Context: an optimization exercise on an open-source flow, tuned for small area and a short achievable clock period. The choices shown serve that exercise and are no tape-out recipe. RTL that was checked went through simulation tests only; none was proved equivalent to the original. Power is estimated from default activity; no workload was simulated.

==> flow/design.v (excerpt) <==
module fpu_mul( input         CLK,
                input         RESET,
                input         EN,
                input  [31:0] A,
                input  [31:0] B,
                output [31:0] Z );
Size: about 2200 cells after synthesis, about 180 flip-flops, roughly 99 I/O pins.
==> flow/config.mk <==
export PLATFORM = sky130hd
export DESIGN_NAME = fpu_mul
export DESIGN_NICKNAME = fpu_mul
export VERILOG_FILES = /design/flow/design.v
export SDC_FILE = /design/flow/constraint.sdc
export NUM_CORES = 4
export LEC_CHECK = 0
export ABC_AREA = 1
export CAP_MARGIN = 20
export CORE_MARGIN = 2
export CORE_UTILIZATION = 55
export SETUP_SLACK_MARGIN = 5
export SLEW_MARGIN = 20
export SYNTH_HIERARCHICAL = 1
export TNS_END_PERCENT = 10
==> flow/constraint.sdc <==
create_clock -name core_clock -period 10.0 [get_ports {CLK}]
set_input_delay 2.0000 -clock core_clock [delete_from_list [all_inputs] [get_ports {CLK}]]
set_output_delay 2.0000 -clock core_clock [all_outputs]
set_load 0.01 [all_outputs]
standard.sh (not shown) runs the stock make flow with config.mk's settings and CLKGATE_MAP_FILE= SYNTH_SCRIPT=/design/flow/synth_recipe.tcl, a recipe that flattens the netlist after the stock synthesis.
==> flow/flow/run.sh <==
#!/bin/bash
# Layout flow: the standard flow (standard.sh, the ORFS make targets) with
#  - the port buffers that ORFS inserts on every input and output made with
#    sky130_fd_sc_hd__buf_1 (BUFFER_PORTS_ARGS) instead of the default choice.
# Synthesis, floorplan, placement, CTS and routing are otherwise unchanged.
# Each ORFS step writes its full log under orfs/logs/; make's own output goes
# to standard.log here.
set -euo pipefail
MARGIN=$(cat flow/margin.txt 2>/dev/null || echo 6)
BUF=$(cat flow/portbuf.txt 2>/dev/null || echo sky130_fd_sc_hd__buf_1)
sed -E "s/SETUP_SLACK_MARGIN=[0-9.+-]+/SETUP_SLACK_MARGIN=${MARGIN} 'BUFFER_PORTS_ARGS=-buffer_cell ${BUF}'/" standard.sh > standard_margin.sh
grep -q "SETUP_SLACK_MARGIN=${MARGIN} " standard_margin.sh
bash standard_margin.sh > standard.log 2>&1
==> flow/flow/margin.txt <==
6.3
The baseline finished with timing, DRC and antenna clean.
==> next run, changes <==
--- a/flow/design.v
+++ b/flow/design.v
@@ -1013,31 +1013,25 @@
     zero2 <= zero_r; sign2 <= sign_r;
   end
   es2 <= esum_r; cl2 <= lowsum[16]; st2 <= sticky1;
   hA <= rowA[47:16]; hB <= rowB[47:16];
 end
 wire c22;    
 carry_pfx u_c22 (.a(hA[21:16]), .b(hB[21:16]), .ci(cl2), .co(c22));
 wire x22 = hA[22], y22 = hB[22];
-wire p22 = x22 ^ y22 ^ c22;
-wire c23 = (x22 & y22) | (c22 & (x22 ^ y22));
 wire [24:0] X = hA[47:23], Y = hB[47:23];
 wire [24:0] S = X ^ Y;
 wire [24:0] C = {X[23:0] & Y[23:0], 1'b0};
-wire p23 = S[0] ^ c23;
-wire up = p22 & (p23 | st2);
-wire m = (S[0] & c23) | (up & (S[0] ^ c23));
-wire [23:0] T0, T1;    
-add_cmp24 u_cmp (.a(S[24:1]), .b(C[24:1]), .s0(T0), .s1(T1));
-wire r0 = p23 ^ up;
-wire [22:0] F0 = T0[23] ? T0[22:0] : {T0[21:0], r0};
-wire [22:0] F1 = T1[23] ? T1[22:0] : {T1[21:0], r0};
-wire [22:0] f = m ? F1 : F0;
-wire r24 = m ? T1[23] : T0[23];
+wire m, r0;    
+round_sel u_rnd (.x22(x22), .y22(y22), .s0(S[0]), .st(st2), .c22(c22), .m(m), .r0(r0));
+wire [23:0] T;    
+add_cin24 u_add (.a(S[24:1]), .b(C[24:1]), .ci(m), .s(T));
+wire [22:0] f = T[23] ? T[22:0] : {T[21:0], r0};
+wire r24 = T[23];
 wire [9:0] e2 = {1'b0, es2} - 10'd127;
 wire [9:0] e2p = {1'b0, es2} - 10'd126;
 wire zero_a = e2[9] | zero2,  inf_a = (e2[9:8] == 2'b01);
 wire zero_b = e2p[9] | zero2, inf_b = (e2p[9:8] == 2'b01);
 wire ret_zero = r24 ? zero_b : zero_a;
 wire ret_inf  = r24 ? inf_b : inf_a;
 wire [7:0] en = r24 ? e2p[7:0] : e2[7:0];
 reg        zs_r;        
@@ -1052,20 +1046,20 @@
   end else begin
     zs_r <= sign2; kz_r <= ~ret_zero; fi_r <= ret_inf & ~ret_zero; km_r <= ~(ret_zero | ret_inf);
   end
 always_ff @(posedge CLK) begin
   ze_r <= en; zm_r <= f;
 end
 assign Z = {zs_r, {8{fi_r}} | ({8{kz_r}} & ze_r), {23{km_r}} & zm_r};
 endmodule
-module add_cmp24( input  [23:0] a,
+module add_cin24( input  [23:0] a,
                   input  [23:0] b,
-                  output [23:0] s0,
-                  output [23:0] s1 );
+                  input         ci,
+                  output [23:0] s );
 wire [23:0] p = a ^ b;
 wire [23:0] g = a & b;
 wire [23:0] G1, P1;
 assign G1[0] = g[0];
 assign P1[0] = p[0];
 assign G1[1] = g[1] | (p[1] & g[0]);
 assign P1[1] = p[1] & p[0];
 assign G1[2] = g[2];
@@ -1303,24 +1297,40 @@
 assign G5[20] = G4[20] | (P4[20] & G4[15]);
 assign P5[20] = P4[20] & P4[15];
 assign G5[21] = G4[21] | (P4[21] & G4[15]);
 assign P5[21] = P4[21] & P4[15];
 assign G5[22] = G4[22] | (P4[22] & G4[15]);
 assign P5[22] = P4[22] & P4[15];
 assign G5[23] = G4[23] | (P4[23] & G4[15]);
 assign P5[23] = P4[23] & P4[15];
-assign s0 = p ^ {G5[22:0], 1'b0};
-assign s1 = p ^ {G5[22:0] | P5[22:0], 1'b1};
+assign s = p ^ {G5[22:0] | (P5[22:0] & {23{ci}}), ci};
 endmodule
 module carry_pfx
                  ( input  [5:0] a,
                    input  [5:0] b,
                    input          ci,
                    output         co );
-wire [6:0] c;
-assign c[0] = ci;
-genvar i;
-generate for (i = 0; i < 6; i = i + 1) begin : cc
-  assign c[i+1] = (a[i] & b[i]) | ((a[i] | b[i]) & c[i]);
-end endgenerate
-assign co = c[6];
+wire [5:0] g = a & b;
+wire [5:0] p = a | b;
+wire Gl1_0 = g[1] | (p[1] & g[0]);
+wire Pl1_0 = p[1] & p[0];
+wire Gl1_1 = g[3] | (p[3] & g[2]);
+wire Pl1_1 = p[3] & p[2];
+wire Gl1_2 = g[5] | (p[5] & g[4]);
+wire Pl1_2 = p[5] & p[4];
+wire Gl2_0 = Gl1_1 | (Pl1_1 & Gl1_0);
+wire Pl2_0 = Pl1_1 & Pl1_0;
+wire Gl3_0 = Gl1_2 | (Pl1_2 & Gl2_0);
+wire Pl3_0 = Pl1_2 & Pl2_0;
+assign co = Gl3_0 | (Pl3_0 & ci);
+endmodule
+module round_sel( input  x22, y22, s0, st, c22,
+                  output m, r0 );
+wire p22_0 = x22 ^ y22,        p22_1 = ~(x22 ^ y22);
+wire c23_0 = x22 & y22,        c23_1 = x22 | y22;
+wire p23_0 = s0 ^ c23_0,       p23_1 = s0 ^ c23_1;
+wire up_0  = p22_0 & (p23_0 | st), up_1 = p22_1 & (p23_1 | st);
+wire m_0 = (s0 & c23_0) | (up_0 & (s0 ^ c23_0));
+wire m_1 = (s0 & c23_1) | (up_1 & (s0 ^ c23_1));
+assign m  = c22 ? m_1 : m_0;
+assign r0 = c22 ? (p23_1 ^ up_1) : (p23_0 ^ up_0);
 endmodule
=>
- clock-buffer cell count decreases by 1
- total power decreases by 17%
- flip-flop and latch count does not change
- clock skew barely changes
- worst setup slack degrades by 0.020 ns

* * *

Another version of the RTL of fpu_mul (not shown whole).
Size: ~180 flip-flops, about 99 I/O pins.
// fpu_mul
module fpu_mul( input         CLK,
                input         RESET,
                input         EN,
                input  [31:0] A,
                input  [31:0] B,
                output [31:0] Z );
wire zero_in = (A[30:0] == 31'd0) | (B[30:0] == 31'd0);
wire [8:0] esum_in = {1'b0, A[30:23]} + {1'b0, B[30:23]};
wire [24:0] yb = {1'b1, B[22:0], 1'b0};    
wire [11:0] one_in, two_in, neg_in;
genvar gj;
generate for (gj = 0; gj < 12; gj = gj + 1) begin : benc
  wire y2 = yb[2*gj+2], y1 = yb[2*gj+1], y0 = yb[2*gj];
  assign one_in[gj] = y1 ^ y0;
  assign two_in[gj] = (y2 & ~y1 & ~y0) | (~y2 & y1 & y0);
  assign neg_in[gj] = y2;
end endgenerate
reg        zero_r, sign_r;
reg  [8:0] esum_r;
reg [22:0] ma;
reg [11:0] one, two, neg;
always_ff @(posedge CLK)
  if (RESET) begin
    zero_r <= 1'b1; sign_r <= 1'b0;
  end else if (EN) begin
    zero_r <= zero_in; sign_r <= A[31] ^ B[31];
  end
always_ff @(posedge CLK)
  if (EN) begin
    ma <= A[22:0]; esum_r <= esum_in;
    one <= one_in; two <= two_in; neg <= neg_in;
  end
wire [24:0] t0;
wire [24:0] t1;
wire [24:0] t2;
wire [24:0] t3;
wire [24:0] t4;
wire [24:0] t5;
wire [24:0] t6;
wire [24:0] t7;
wire [24:0] t8;
wire [24:0] t9;
wire [24:0] t10;
wire [24:0] t11;
wire hs0, hc0;
wire hs1, hc1;
wire fs0, fc0;
wire hs2, hc2;
wire fs1, fc1;
wire hs3, hc3;
wire fs2, fc2;
wire fs3, fc3;
wire hs4, hc4;
wire fs4, fc4;
wire fs5, fc5;
wire hs5, hc5;
wire fs6, fc6;
wire fs7, fc7;
wire fs8, fc8;
wire hs6, hc6;
wire fs9, fc9;
wire fs10, fc10;
wire fs11, fc11;
wire hs7, hc7;
wire fs12, fc12;
wire fs13, fc13;
wire fs14, fc14;
wire fs15, fc15;
wire fs16, fc16;
wire fs17, fc17;
wire fs18, fc18;
wire fs19, fc19;
wire fs20, fc20;
wire fs21, fc21;
wire fs22, fc22;
wire fs23, fc23;
wire fs24, fc24;
wire fs25, fc25;
wire fs26, fc26;
wire fs27, fc27;
wire fs28, fc28;
wire fs29, fc29;
wire fs30, fc30;
wire hs8, hc8;
wire fs31, fc31;
wire fs32, fc32;
wire fs33, fc33;
wire fs34, fc34;
wire fs35, fc35;
wire hs9, hc9;
wire fs36, fc36;
wire fs37, fc37;
wire fs38, fc38;
wire hs10, hc10;
wire fs39, fc39;
wire hs11, hc11;
wire hs12, hc12;
wire hs13, hc13;
wire fs40, fc40;
wire hs14, hc14;
wire fs41, fc41;
wire hs15, hc15;
wire fs42, fc42;
  ...
export LEC_CHECK = 0
export ABC_AREA = 1
export CAP_MARGIN = 20
export CORE_MARGIN = 2
export CORE_UTILIZATION = 40
export SETUP_SLACK_MARGIN = 5
export SLEW_MARGIN = 20
export SYNTH_HIERARCHICAL = 1
export TNS_END_PERCENT = 10
create_clock -name core_clock -period 10.0 [get_ports {CLK}]
==> flow/flow/margin.txt <==
6.0
Scripts as last shown in full above: flow/flow/run.sh
Edit:
--- a/flow/design.v
+++ b/flow/design.v
@@ -28,21 +28,24 @@
 reg [22:0] ma;
 reg [11:0] one, two, neg;
 always_ff @(posedge CLK)
   if (RESET) begin
     zero_r <= 1'b1; sign_r <= 1'b0;
   end else if (EN) begin
     zero_r <= zero_in; sign_r <= A[31] ^ B[31];
   end
-always_ff @(posedge CLK)
-  if (EN) begin
-    ma <= A[22:0]; esum_r <= esum_in;
-    one <= one_in; two <= two_in; neg <= neg_in;
+always_ff @(posedge CLK) begin
+  if (EN) esum_r <= esum_in;
+  if (RESET) begin
+    ma <= 23'd0; one <= 12'd0; two <= 12'd0; neg <= 12'd0;
+  end else if (EN) begin
+    ma <= A[22:0]; one <= one_in; two <= two_in; neg <= neg_in;
   end
+end
 wire [24:0] t0;
 wire [24:0] t1;
 wire [24:0] t2;
 wire [24:0] t3;
 wire [24:0] t4;
 wire [24:0] t5;
 wire [24:0] t6;
 wire [24:0] t7;
@@ -1032,22 +1035,32 @@
 wire [22:0] f = m ? F1 : F0;
 wire r24 = m ? T1[23] : T0[23];
 wire [9:0] e2p = e2 + 10'd1;
 wire zero_a = e2[9] | zero2,  inf_a = (e2[9:8] == 2'b01);
 wire zero_b = e2p[9] | zero2, inf_b = (e2p[9:8] == 2'b01);
 wire ret_zero = r24 ? zero_b : zero_a;
 wire ret_inf  = r24 ? inf_b : inf_a;
 wire [7:0] en = r24 ? e2p[7:0] : e2[7:0];
-wire [30:0] ret_val = ret_zero ? 31'd0 : ret_inf ? {8'hFF, 23'd0} : {en, f};
-reg [31:0] z_r;
+reg        zs_r;        
+reg        kz_r;        
+reg        fi_r;        
+reg        km_r;        
+reg  [7:0] ze_r;
+reg [22:0] zm_r;
 always_ff @(posedge CLK)
-  if (RESET) z_r <= 32'd0;
-  else       z_r <= {sign2, ret_val};
-assign Z = z_r;
+  if (RESET) begin
+    zs_r <= 1'b0; kz_r <= 1'b0; fi_r <= 1'b0; km_r <= 1'b0;
+  end else begin
+    zs_r <= sign2; kz_r <= ~ret_zero; fi_r <= ret_inf & ~ret_zero; km_r <= ~(ret_zero | ret_inf);
+  end
+always_ff @(posedge CLK) begin
+  ze_r <= en; zm_r <= f;
+end
+assign Z = {zs_r, {8{fi_r}} | ({8{kz_r}} & ze_r), {23{km_r}} & zm_r};
 endmodule
 module add_cmp24( input  [23:0] a,
                   input  [23:0] b,
                   output [23:0] s0,
                   output [23:0] s1 );
 wire [23:0] p = a ^ b;
 wire [23:0] g = a & b;
 wire [23:0] G1, P1;
Register-to-register slack stays flat.
Fmax drops by 0.35%.
Total power drops by 26%.
Worst setup slack got worse by 0.014 ns.
Via count climbs by 5.0%.
Non-clock buffer count drops by 24.
Utilization drops by 0.65 points.
Wire length climbs by 1.3%.
Flip-flop and latch count climbs by 3.
Global-route usage hardly moves.
Final area drops by 1.0%.
Die area climbs by 1.0%.
Hold slack improved by 0.0075 ns.
Only the layout flow was run in the second run of this note; the RTL was not checked for function there.

* * *

fpu_mul, a different RTL version from the one above (not shown whole).
Size: about 2300 cells after synthesis, about 180 flip-flops, roughly 20000 µm² of cells after synthesis.
Settings: LEC_CHECK=0, ABC_AREA=1, CAP_MARGIN=20, CORE_MARGIN=2, CORE_UTILIZATION=40, SETUP_SLACK_MARGIN=5, SLEW_MARGIN=20, SYNTH_HIERARCHICAL=1; clock period 10.0 ns.
==> flow/flow/run.sh <==
#!/bin/bash
set -euo pipefail
MARGIN=$(cat flow/margin.txt 2>/dev/null || echo 6)
sed -E "s/SETUP_SLACK_MARGIN=[0-9.+-]+/SETUP_SLACK_MARGIN=${MARGIN}/" standard.sh > standard_margin.sh
grep -q "SETUP_SLACK_MARGIN=${MARGIN} " standard_margin.sh
bash standard_margin.sh > standard.log 2>&1
Scripts as last shown in full above: flow/flow/margin.txt
==> next run, changes <==
--- a/flow/design.v
+++ b/flow/design.v
@@ -993,31 +993,31 @@
 fa u_fa259 (.a(fs179), .b(fs217), .ci(fc216), .s(fs259), .co(fc259));
 fa u_fa260 (.a(fc179), .b(fs218), .ci(fc217), .s(fs260), .co(fc260));
 fa u_fa261 (.a(t11[23]), .b(fs219), .ci(fc218), .s(fs261), .co(fc261));
 fa u_fa262 (.a(hs29), .b(t11[24]), .ci(fc219), .s(fs262), .co(fc262));
 assign hs32 = ~hc29;
 assign hc32 = hc29;
 wire [47:0] rowA = {fc262, fc261, fc260, fc259, fc258, fc257, fc256, fc255, fc254, fc253, fc252, fc251, fc250, fc249, fc248, fc247, fc246, fc245, fc244, fc243, fc242, fc241, fc240, fc239, fc238, fc237, fc236, fc235, fc234, fc233, fc232, fc231, fc230, fc229, fc228, fc227, fc226, fc225, fc224, fc223, fc222, fc221, fc220, hc31, hc30, hs30, t0[1], neg_r[0]};
 wire [47:0] rowB = {hs32, fs262, fs261, fs260, fs259, fs258, fs257, fs256, fs255, fs254, fs253, fs252, fs251, fs250, fs249, fs248, fs247, fs246, fs245, fs244, fs243, fs242, fs241, fs240, fs239, fs238, fs237, fs236, fs235, fs234, fs233, fs232, fs231, fs230, fs229, fs228, fs227, fs226, fs225, fs224, fs223, fs222, fs221, fs220, hs31, t1[0], 1'b0, t0[0]};
-wire [16:0] lowsum = {1'b0, rowA[15:0]} + {1'b0, rowB[15:0]};
+wire [14:0] lowsum = {1'b0, rowA[13:0]} + {1'b0, rowB[13:0]};
 wire [9:0] e1 = {1'b0, esum_r} - 10'd127;
 reg        zero2, sign2, cl2, st2;
 reg  [9:0] e2;
-reg [47:16] hA, hB;
+reg [47:14] hA, hB;
 always_ff @(posedge CLK) begin
   if (RESET) begin
     zero2 <= 1'b1; sign2 <= 1'b0;
   end else begin
     zero2 <= zero_r; sign2 <= sign_r;
   end
-  e2 <= e1; cl2 <= lowsum[16]; st2 <= sticky_r;
-  hA <= rowA[47:16]; hB <= rowB[47:16];
+  e2 <= e1; cl2 <= lowsum[14]; st2 <= sticky_r;
+  hA <= rowA[47:14]; hB <= rowB[47:14];
 end
-wire [47:16] p = hA + hB + cl2;
+wire [47:14] p = hA + hB + cl2;
 wire up = p[22] & (p[23] | st2);
 wire [24:0] r = p[47:23] + up;
 wire [9:0] en = r[24] ? e2 + 10'd1 : e2;
 wire [22:0] f = r[24] ? r[23:1] : r[22:0];
 wire ret_zero = en[9] | zero2;
 wire ret_inf  = (en[9:8] == 2'b01);
 wire [30:0] ret_val = ret_zero ? 31'd0 : ret_inf ? {8'hFF, 23'd0} : {en[7:0], f};
 reg [31:0] z_r;
Result:
- The new run ran to the end with no violations
- final area goes up by 2.4%
- global-route usage goes up by 1.2 points
- setup slack gets worse by 0.064 ns
- critical path depth is unchanged
- sequential share of layout area barely changes
- cell count goes up by 2.0%
- routed wire length goes up by 5.6%
- count of clock-buffer cells in the layout goes down by 2
- power goes up by 5.7%
- synthesized area goes up by 0.80%
- utilization goes up by 0.34 points
- hold slack stays flat
The RTL of the second run of this note was laid out without a check of its function.

## static timing again, ports no longer ideal
No port has a modelled driver above. Below, the same layouts with a new extraction and two added sets of constraints. Step 1 (the two cells are an assumption about what drives the block):
set clk [get_ports {CLK}]
set_driving_cell -lib_cell sky130_fd_sc_hd__clkbuf_16 $clk
set_driving_cell -lib_cell sky130_fd_sc_hd__buf_2 [delete_from_list [all_inputs] $clk]
Step 2 times the ports against the registers' clock, not the clock port: input delays grow and output delays shrink by t, the midpoint of the rising clock arrivals with the driver on. a / b / c = no drivers / after step 1 / after step 2; a / b = the first two.
| run | t, ns | slack for setup (ns) | hold WS [ns] | slew at the worst register clock pin (ns) | worst slew at a driven data input, ns |
|---|---|---|---|---|---|
| the first run of note 1 | 0.512 | 6.251 / 6.251 / 6.251 | 0.340 / 0.340 / 0.340 | 0.09 / 0.09 | 0.04 |
| the second run of note 1 | 0.516 | 6.232 / 6.232 / 5.789 | 0.345 / 0.345 / 0.345 | 0.09 / 0.09 | 0.05 |
| the first run of note 2 | 0.540 | 6.005 / 6.005 / 6.005 | 0.418 / 0.418 / 0.418 | 0.09 / 0.09 | 0.05 |
| the second run of note 2 | 0.547 | 5.991 / 5.991 / 5.991 | 0.425 / 0.425 / 0.425 | 0.09 / 0.09 | 0.05 |
| the first run of note 3 | 0.532 | 5.976 / 5.976 / 5.758 | 0.412 / 0.412 / 0.412 | 0.08 / 0.08 | 0.05 |
| the second run of note 3 | 0.516 | 5.912 / 5.912 / 5.683 | 0.411 / 0.411 / 0.411 | 0.09 / 0.09 | 0.05 |
After both steps every run listed still meets setup and hold. The setup slack of the second run of note 1, which loses most, moves by 0.000 ns with the drivers and by -0.443 ns with both steps.
